Background: an optimization exercise with open tools, aiming at small area. Do not read the settings as production practice. In this exercise RTL edits were held to simulation tests only and were not proved equivalent to the original. Power figures rest on the tool's default switching activity, not on a simulated workload.

`design.v`:
```
module DFF (clk, reset,
  d, q);
  input      clk;
  input      reset;
  input      d;
  output reg q;
  always @(posedge clk or posedge reset)
  begin
    if (reset) begin
      q <= 1'b0;
    end else begin
      q <= d;
    end
  end
endmodule
module DEC_INPUT_KEY(
    input input_key,
    input valid_cmd,
    input reset,
    input clk,
    output active,
    output mode);
    localparam IDLE = 3'b 000;
    localparam S1 = 3'b 001;
    localparam S2 = 3'b 011;
    localparam S3 = 3'b 010;
    localparam S4 = 3'b 110;
    localparam S5 = 3'b 111;
    localparam S6 = 3'b 101;
    wire s0, s1, s2;
    wire s0v, s1v, s2v ;
    assign s2v = ~s2 & s1 & ~s0 & valid_cmd & ~input_key | s2 & s1 & ~s0 & valid_cmd | s2 & s0;
    assign s1v = ~s2 & ~s1 & s0 & valid_cmd & ~input_key | ~s2 & s1 & s0 & valid_cmd & input_key | s1 & ~s0 & valid_cmd & ~input_key | s2 & s1 & s0;
    assign s0v = ~s2 & ~s1 & ~s0 & valid_cmd & input_key | ~s2 & ~s1 & s0 & valid_cmd & ~input_key | s2 & s1 & ~s0 & valid_cmd | s2 & s0;
    DFF d0(clk, reset, s0v, s0);
    DFF d1(clk, reset, s1v, s1);
    DFF d2(clk, reset, s2v, s2);
    assign mode = s2 & ~s1 & s0;
    assign active = s2 & s0;
endmodule
module MUX #(parameter WIDTH = 8)
    (input [WIDTH-1:0] in_1,
    input [WIDTH-1:0] in_2,
    input sel,
    output reg [WIDTH-1:0] out);
    always @(*) begin
        case (sel)
            1'b0: out = in_1;
            1'b1: out = in_2;
            default: out = {WIDTH{1'bx}};
        endcase
    end
endmodule
module CAT_32(input [7:0] A,
              input [7:0] B,
              input [7:0] C,
              input [3:0] D,
              input [3:0] E,
              output reg [31:0] out
             ); 
  always @(*)
    begin
        out = {E, D, C, B, A};
    end
endmodule
module M_ALU(
    input [7:0] A,
    input [7:0] B,
    input [3:0] SEL_TMP,
    output reg [7:0] ALU_OUT_TMP,
    output reg [3:0] FLAG_TMP
);
reg zf;
reg cf;
reg of;
reg uf;
reg [7:0] neg;
always @(*) begin
zf = 1'b0;
cf = 1'b0;
of = 1'b0;
uf = 1'b0;
neg = ~B + 1;
ALU_OUT_TMP = 8'h00;
    case(SEL_TMP)
        4'h0:
            {cf, ALU_OUT_TMP} = A + B;
        4'h1: begin
            if(A < B)
                uf = 1;
            ALU_OUT_TMP = A + neg;
            end
        4'h2: begin
            if(A > 8'hF && B > 8'hF)
                of = 1;
            ALU_OUT_TMP = A * B;
        end
        4'h3: begin
            if(A < B)
                uf = 1;
            ALU_OUT_TMP = (B == 8'h00) ? 8'hFF : A / B;
        end
        4'h4: begin
            {cf, ALU_OUT_TMP} = A << B;
        end
        4'h5: begin
            {ALU_OUT_TMP, cf} = A >> B;
        end
        4'h6:
            ALU_OUT_TMP = A & B;
        4'h7:
            ALU_OUT_TMP = A | B;
        4'h8:
            ALU_OUT_TMP = A ^ B;
        4'h9:
            ALU_OUT_TMP = A ~^ B;
        4'hA:
            ALU_OUT_TMP = ~(A & B);
        4'hB:
            ALU_OUT_TMP = ~(A | B);
        default: begin
            ALU_OUT_TMP = 8'h00;
            FLAG_TMP = 4'h0;
        end
    endcase
    if(ALU_OUT_TMP == 0 && SEL_TMP <= 4'hB)
        zf = 1;
    FLAG_TMP = {uf, of, cf, zf};
end
endmodule
module CONTROL_RW_FLOW(
    input valid_cmd,
    input rw,
    input active,
    input mode,
    input tx_done,
    input reset,
    input clk,
    output reg ac_mem,
    output reg rw_mem,
    output reg p_load,
    output reg tx_dat,
    output reg busy);
    localparam IDLE = 3'b 000;
    localparam S1 = 3'b 001;
    localparam S2 = 3'b 011;
    localparam S3 = 3'b 010;
    localparam S4 = 3'b 110;
    localparam S5 = 3'b 111;
    localparam S6 = 3'b 101;
    reg [2:0] s_c;
    reg [2:0] s_v;
    always @(valid_cmd, rw, active, mode, tx_done, s_c) begin
        s_v = IDLE;
        case(s_c)
            IDLE:
                if(valid_cmd == 1 & rw == 0 & active == 1 & mode == 1)
                    s_v = S1;
                else if(valid_cmd == 1 & rw == 1 & active == 1 & mode == 1)
                    s_v = S4;
                else if(valid_cmd == 1 & active == 1 & mode == 0)
                    s_v = S5;
            S1:
                if(active == 1 & mode == 1)
                    s_v = S2;
                else
                    s_v = IDLE;
            S2:
                if(active == 1 & mode == 1)
                    s_v = S3;
                else
                    s_v = IDLE;
            S3:
                if(active == 1 & mode == 1 & tx_done == 0)
                    s_v = S3;
                else
                    s_v = IDLE;
            S4:
                s_v = IDLE;
            S5:
                if(active == 1 & mode == 0)
                    s_v = S6;
                else
                    s_v = IDLE;
            S6:
                if(active == 1 & mode == 0 & tx_done == 0)
                    s_v = S6;
                else
                    s_v = IDLE;
            default:
                s_v = IDLE;
        endcase
    end
    always @(posedge clk, posedge reset) begin
        if(reset) s_c <= IDLE;
        else s_c <= s_v;
    end
    always @(s_c)
        case(s_c)
            IDLE:
            begin ac_mem = 0; rw_mem = 0; p_load = 0; tx_dat = 0; busy = 0; end
            S1:
            begin ac_mem = 1; rw_mem = 0; p_load = 0; tx_dat = 0; busy = 1; end
            S2:
            begin ac_mem = 0; rw_mem = 0; p_load = 1; tx_dat = 0; busy = 1; end
            S3:
            begin ac_mem = 0; rw_mem = 0; p_load = 0; tx_dat = 1; busy = 1; end
            S4:
            begin ac_mem = 1; rw_mem = 1; p_load = 0; tx_dat = 0; busy = 0; end
            S5:
            begin ac_mem = 0; rw_mem = 0; p_load = 1; tx_dat = 0; busy = 1; end
            S6:
            begin ac_mem = 0; rw_mem = 0; p_load = 0; tx_dat = 1; busy = 1; end
            default:
            begin ac_mem = 0; rw_mem = 0; p_load = 0; tx_dat = 0; busy = 0; end
        endcase
endmodule
module MEMORY #(parameter WIDTH = 8)
    (input [31:0] Din,
    input [WIDTH-1:0] Addr,
    input rw,
    input Valid,
    input reset,
    input clk,
    output reg [31:0] Dout);
    localparam DEPTH = 1 << WIDTH;
    wire [32*DEPTH-1:0] Mem_flat;
    genvar g;
    generate
        for(g = 0; g < DEPTH; g = g + 1) begin : word
            reg [31:0] q;
            always @(posedge clk, posedge reset) begin
                if(reset)
                    q <= 32'h0;
                else if(Valid && rw && Addr == g)
                    q <= Din;
            end
            assign Mem_flat[32*g +: 32] = q;
        end
    endgenerate
    always @(posedge clk, posedge reset) begin
        if(reset)
            Dout <= 32'h0;
        else if(Valid && !rw)
            Dout <= Mem_flat[32*Addr +: 32];
    end
endmodule
module DIV_FREQ(
    input [15:0] Din,
    input conf_div,
    input enable,
    input reset,
    input clk,
    output tick
);
    reg [15:0] t;
    reg [15:0] count;
    wire [15:0] last = (t == 16'h0) ? 16'h0 : t - 16'h1;
    assign tick = enable && (count == last);
    always @(posedge clk, posedge reset) begin
        if(reset) begin
            t <= 16'h1;
            count <= 16'h0;
        end
        else begin
            if(!enable && conf_div)
                t <= Din;
            if(!enable || tick)
                count <= 16'h0;
            else
                count <= count + 16'h1;
        end
    end
endmodule
module REG_SHIFT_PLOAD(
    input [31:0] Din,
    input p_load,
    input start_tx,
    input reset,
    input clk,
    input tick,
    output reg tx_done,
    output reg tx_busy,
    output reg Dout
);
    reg [5:0] pos;
    reg [31:0] buffer;
    always @(posedge clk, posedge reset) begin
        if(reset) begin
            buffer <= 32'h0;
            pos <= 6'd0;
            tx_busy <= 1'b0;
            tx_done <= 1'b0;
            Dout <= 1'b0;
        end
        else begin
            tx_done <= 1'b0;
            if(p_load && !start_tx) begin
                buffer <= Din;
                pos <= 6'd0;
                tx_busy <= 1'b0;
                Dout <= 1'b0;
            end
            else if(start_tx && tick) begin
                if(pos < 6'd32) begin
                    tx_busy <= 1'b1;
                    Dout <= buffer[pos[4:0]];
                    pos <= pos + 6'd1;
                end
                else if(pos == 6'd32) begin
                    tx_done <= 1'b1;
                    tx_busy <= 1'b0;
                    Dout <= 1'b0;
                    pos <= 6'd33;
                end
            end
        end
    end
endmodule
module binary_calculator(
    input clk,
    input reset,
    input [7:0] in_a,
    input [7:0] in_b,
    input [3:0] sel,
    input input_key,
    input valid_cmd,
    input rw,
    input [7:0] addr,
    input conf_div,
    input [15:0] Din,
    output calc_active,
    output calc_mode,
    output busy,
    output Dout_valid,
    output Dout);
    wire rw_tmp;
    assign rw_tmp = (calc_active) & rw;
    wire [7:0] m1_out;
    wire [7:0] m2_out;
    wire [3:0] m3_out;
    MUX m1(in_a, 8'b0, reset, m1_out);
    MUX m2(in_b, 8'b0, reset, m2_out);
    MUX #(.WIDTH (4)) m3 (sel, 4'b0, reset, m3_out);
    wire [7:0] alu_out_tmp;
    wire [3:0] flag_tmp;
    M_ALU m_alu (m1_out, m2_out, m3_out, alu_out_tmp, flag_tmp);
    wire [31:0] data_tmp;
    CAT_32 buffer(m1_out, m2_out, alu_out_tmp, flag_tmp, m3_out,data_tmp);
    DEC_INPUT_KEY dec_input_key(input_key, valid_cmd,reset, clk, calc_active, calc_mode);
    wire tx_done;
    wire ctrl_ac_mem;
    wire ctrl_rw_mem;
    wire p_load;
    wire tx_dat;
    CONTROL_RW_FLOW control_rw_flow(valid_cmd, rw_tmp, calc_active, calc_mode, tx_done, reset, clk, ctrl_ac_mem, ctrl_rw_mem, p_load, tx_dat, busy);
    wire [31:0] D_OUT;
    MEMORY memory(data_tmp, addr, ctrl_rw_mem, ctrl_ac_mem, reset, clk, D_OUT);
    wire [31:0] m4_out;
    MUX #(.WIDTH(32)) m4 (data_tmp, D_OUT, calc_mode, m4_out);
    wire tx_tick;
    DIV_FREQ div_freq(Din, conf_div, tx_dat, reset, clk, tx_tick);
    REG_SHIFT_PLOAD reg_shift_pload (m4_out, p_load, tx_dat, reset, clk, tx_tick, tx_done, Dout_valid, Dout);
endmodule
```
`run.sh`:
```
#!/bin/bash
# synth_recipe.tcl (not shown) runs the flow's synth.tcl, then flattens the netlist and writes it again
# the make line also repeats each setting of config.mk as NAME=value (left out here)
make -C /OpenROAD-flow-scripts/flow DESIGN_CONFIG=/design/flow/config.mk WORK_HOME=/design/flow/orfs CLKGATE_MAP_FILE= SYNTH_SCRIPT=/design/flow/synth_recipe.tcl finish
```
`config.mk`:
```
export PLATFORM = sky130hd
export DESIGN_NAME = binary_calculator
export DESIGN_NICKNAME = binary_calculator
export VERILOG_FILES = /design/flow/design.v
export SDC_FILE = /design/flow/constraint.sdc
export NUM_CORES = 8
export LEC_CHECK = 0
export CAP_MARGIN = 20
export CORE_MARGIN = 2
export CORE_UTILIZATION = 40
export SLEW_MARGIN = 20
```
`constraint.sdc`:
```
create_clock -name core_clock -period 20.0 [get_ports {clk}]
set_input_delay 4.0000 -clock core_clock [delete_from_list [all_inputs] [get_ports {clk}]]
set_output_delay 4.0000 -clock core_clock [all_outputs]
set_load 0.01 [all_outputs]
```
==> results.txt <==
worst max-delay path, delay by kind of cell:
family / cells / cell delay, ns
adders and majority gates: 7 / 2.19
and+or+nand+nor: 11 / 2.20
buffers and inverters: 7 / 2.93
AOI/OAI and AO/OA: 21 / 5.06
muxes: 4 / 1.19
path summary, 6_finish.rpt:
path,start,endpoint
max in group asynchronous,reset,memory.word[237].q[30]
max reg2reg,control_rw_flow.s_c[1],memory.word[88].q[29]
min in group asynchronous,reset,memory.word[26].q[0]
min,memory.word[85].q[8],memory.word[85].q[8]
min reg2reg,memory.word[85].q[8],memory.word[85].q[8]
max,reset,memory.word[65].q[24]
cell families after synthesis:
| kind of cell | share of synthesized area, % |
|---|---|
| xor gates and xnor gates | 0.161 |
| buffers and inverters | 3.46 |
| muxes | 16.4 |
| DFF | 57.5 |
| adders and majority gates | 0.355 |
| AOI/OAI and AO/OA | 12.4 |
| and+or+nand+nor | 9.64 |
synthesized netlist by cell type (all sizes together), types with 21 or more instances:
| library cell | count | area share [%] |
|---|---|---|
| ha | 80 | 0.28 |
| clkbuf | 2758 | 2.9 |
| nand4 | 29 | 0.050 |
| and2 | 21 | 0.036 |
| xnor2 | 35 | 0.085 |
| nand2 | 8603 | 8.9 |
| buf | 437 | 0.53 |
| nand2b | 28 | 0.051 |
| dfrtp | 8302 | 58 |
| mux4 | 2578 | 16 |
| mux2 | 44 | 0.14 |
| a22oi | 122 | 0.25 |
| mux2i | 79 | 0.22 |
| a21oi | 136 | 0.19 |
| o21ai | 8281 | 11 |
| nor2 | 186 | 0.20 |
| xor2 | 21 | 0.051 |
| nand3 | 49 | 0.068 |
| a211oi | 23 | 0.048 |
| nor3 | 47 | 0.065 |
| o22ai | 25 | 0.043 |
| inv | 63 | 0.065 |
power groups by stage:
stage | clock, mW | sequential, mW | combinational [mW]
after floorplan | 0 | 17.2 | 1.32
final | 16.4 | 16.9 | 1.98
after global routing | 17.3 | 16.9 | 2.15
after global placement | 0 | 17.2 | 1.99
after detailed placement | 0 | 17.2 | 1.99
after CTS | 16.6 | 16.9 | 1.99
flip-flops by register name, indices dropped and copies added (netlist names):
name,count
div_freq.t,16
div_freq.count,16
dec_input_key.d2.q,1
reg_shift_pload.tx_busy,1
reg_shift_pload.pos,6
memory.word.q,8192
control_rw_flow.s_c,3
reg_shift_pload.tx_done,1
dec_input_key.d1.q,1
reg_shift_pload.buffer,32
memory.Dout,32
reg_shift_pload.Dout,1
dec_input_key.d0.q,1
per-layer routing:
| metal | part of all wire, % | vias to the layer above | track usage [%] |
|---|---|---|---|
| met4 | 4.7 | 38 | 10.1 |
| li1 | - | 109000 | - |
| met5 | 0.022 | - | 0 |
| met3 | 9.2 | 2110 | 6.63 |
| met2 | 45 | 9026 | 39.1 |
| met1 | 41 | 128000 | 33.9 |
final cells by class:
cell class | instances | area [um2]
Clock inverter | 265 | 3660
Fill cell | 82600 | 500000
Antenna cell | 81 | 203
Tap cell | 11900 | 14900
Inverter | 66 | 263
Clock buffer | 1290 | 25400
Sequential cell | 8303 | 208000
Multi-Input combinational cell | 20700 | 142000
Timing Repair Buffer | 787 | 6790
==> results.cfg <==
[critical_path]
r2r_cells = 9
crit_required_ns = 20.97
crit_type = primary input to flip-flop
crit_arrival_ns = 17.81
cpMostUsedCell = ha_1
crit_slowest_cell = buf_4
rrSetupSlack_ns = 14.70
startpoint_type = primary input
endpoint_kind = flip-flop
worstPathMaxFanout = 99
critPathMaxStageDelay_ns = 0.78

[power_and_ir_drop]
peakVddDrop_mv = 0.0968
p_leak_nw = 172
p_clk_share_pct = 46.5
p_per_area_mw_per_mm2 = 87.9
p_sw_mw = 8.50
p_seq_share_pct = 47.8
total_power_mw = 35.3
combinationalPowerShare_pct = 5.6
internal_power_mw = 26.8
p_sw_share_pct = 24.1

[layout]
final_cell_mix = nand2_1 (8336), dfrtp_1 (8302), o21ai_0 (8262)
final_util_pct = 44.5
postLayoutCellArea_mm2 = 0.401
final_common_cell = nand2_1
drive_gt1_share_pct = 16.2
area_growth_pct = 11.1
finalNonFillerCells = 43400
final_nets = 30800

[min_path]
hold_path.class = flip-flop to flip-flop
whs_path_depth = 2

[clock_tree]
hold_buffers = 0
cts_buffers = 851
post_cts_buffers = 0
cts_tree = built
cts-resized-gates = 0
clock-sinks = 8303
clk_pin_slew_ns = 0.06
clock_path_buffers = 4
root_buffer = clkbuf_16
htreeDepth = 6
clock_latency_ns = 1.26

[timing]
setup_slack_ns = 3.17
hold-worst-slack_ns = 0.472
setup_viol = 0
tns_ns = 0
worst_slew_pin_slew_ns = 1.37
hold_viol = 0
drv_slew = 0
rsz0062_at_grt = false
min_period_ns = 16.83
slew_headroom_pct = 8.45
finalClockSkew_ns = 0.148
fmax_mhz = 59.4
period_share_pct = 84.2

[detailed_routing]
viasPerCell = 5.72
drtPass1Iterations = 6
wirelength_mm = 1150
wl_per_cell_um = 26.6
route.vias.total = 248000
drt_drc_violations_left = 0
drt-initial-drc-count = 25900
ant_nets = 0

[placement]
gp_congestion = 0.943
io_buffers = 54
placed_cells = 41800
dp_hpwl_mm = 692
place_ws_ns = 1.76
placed_area_mm2 = 0.372

[synthesis]
yosys_warnings = 10
ys_seq_elements = 8303
synthesis.area_mm2 = 0.361
ys.flop_type = dfrtp_1
synth.avg_cell_area_um2 = 11.2
netlist_instances = 32300
async_flop_share_pct = 100
yosysUniqueCellTypes = 82
synth_edf_count = 0
synth-seq-area-share_pct = 57.5
syn-num-nets = 32400

[die]
die_x_um = 954
fp.dieH_um = 954
rows = 349
dieArea_mm2 = 0.910
start_util_pct = 40.1
ioPinCount = 55
core_area_mm2 = 0.901

[grt]
grt-ovfl-total = 0
antenna_found_initial = 101
grt_pass1_wl_mm = 1710
grt_pass1_vias = 248000
grt_usage_pct = 25.2
grt_max_degree = 208

[status]
status = timing/DRC/antenna clean

[flow_run]
cap_violations = 0

port drivers added, routing unchanged:
In the flow no input, the clock included, has a driving cell. The finished layout below was timed again as built, in two steps.
Step 1: set_driving_cell puts a clkbuf_16 on clk and a buf_2 on each other input, an assumption about the parent block.
Step 2 adds t to the input delays and takes it off the output delays; t is the mean of the earliest and latest rising clock arrival at the registers after step 1. Input paths then give back, and output paths get back, about the clock's delay inside the block.
a / b / c = no drivers / after step 1 / after step 2; a / b = the first two.
shift t [ns]: 1.329
slack for setup (ns): 3.167 / 3.286 / 1.957
worst hold slack (ns): 0.472 / 0.472 / 0.472
After both steps setup and hold are still met in this run. The setup slack of this run moves by +0.119 ns with the drivers and by -1.210 ns with both steps.
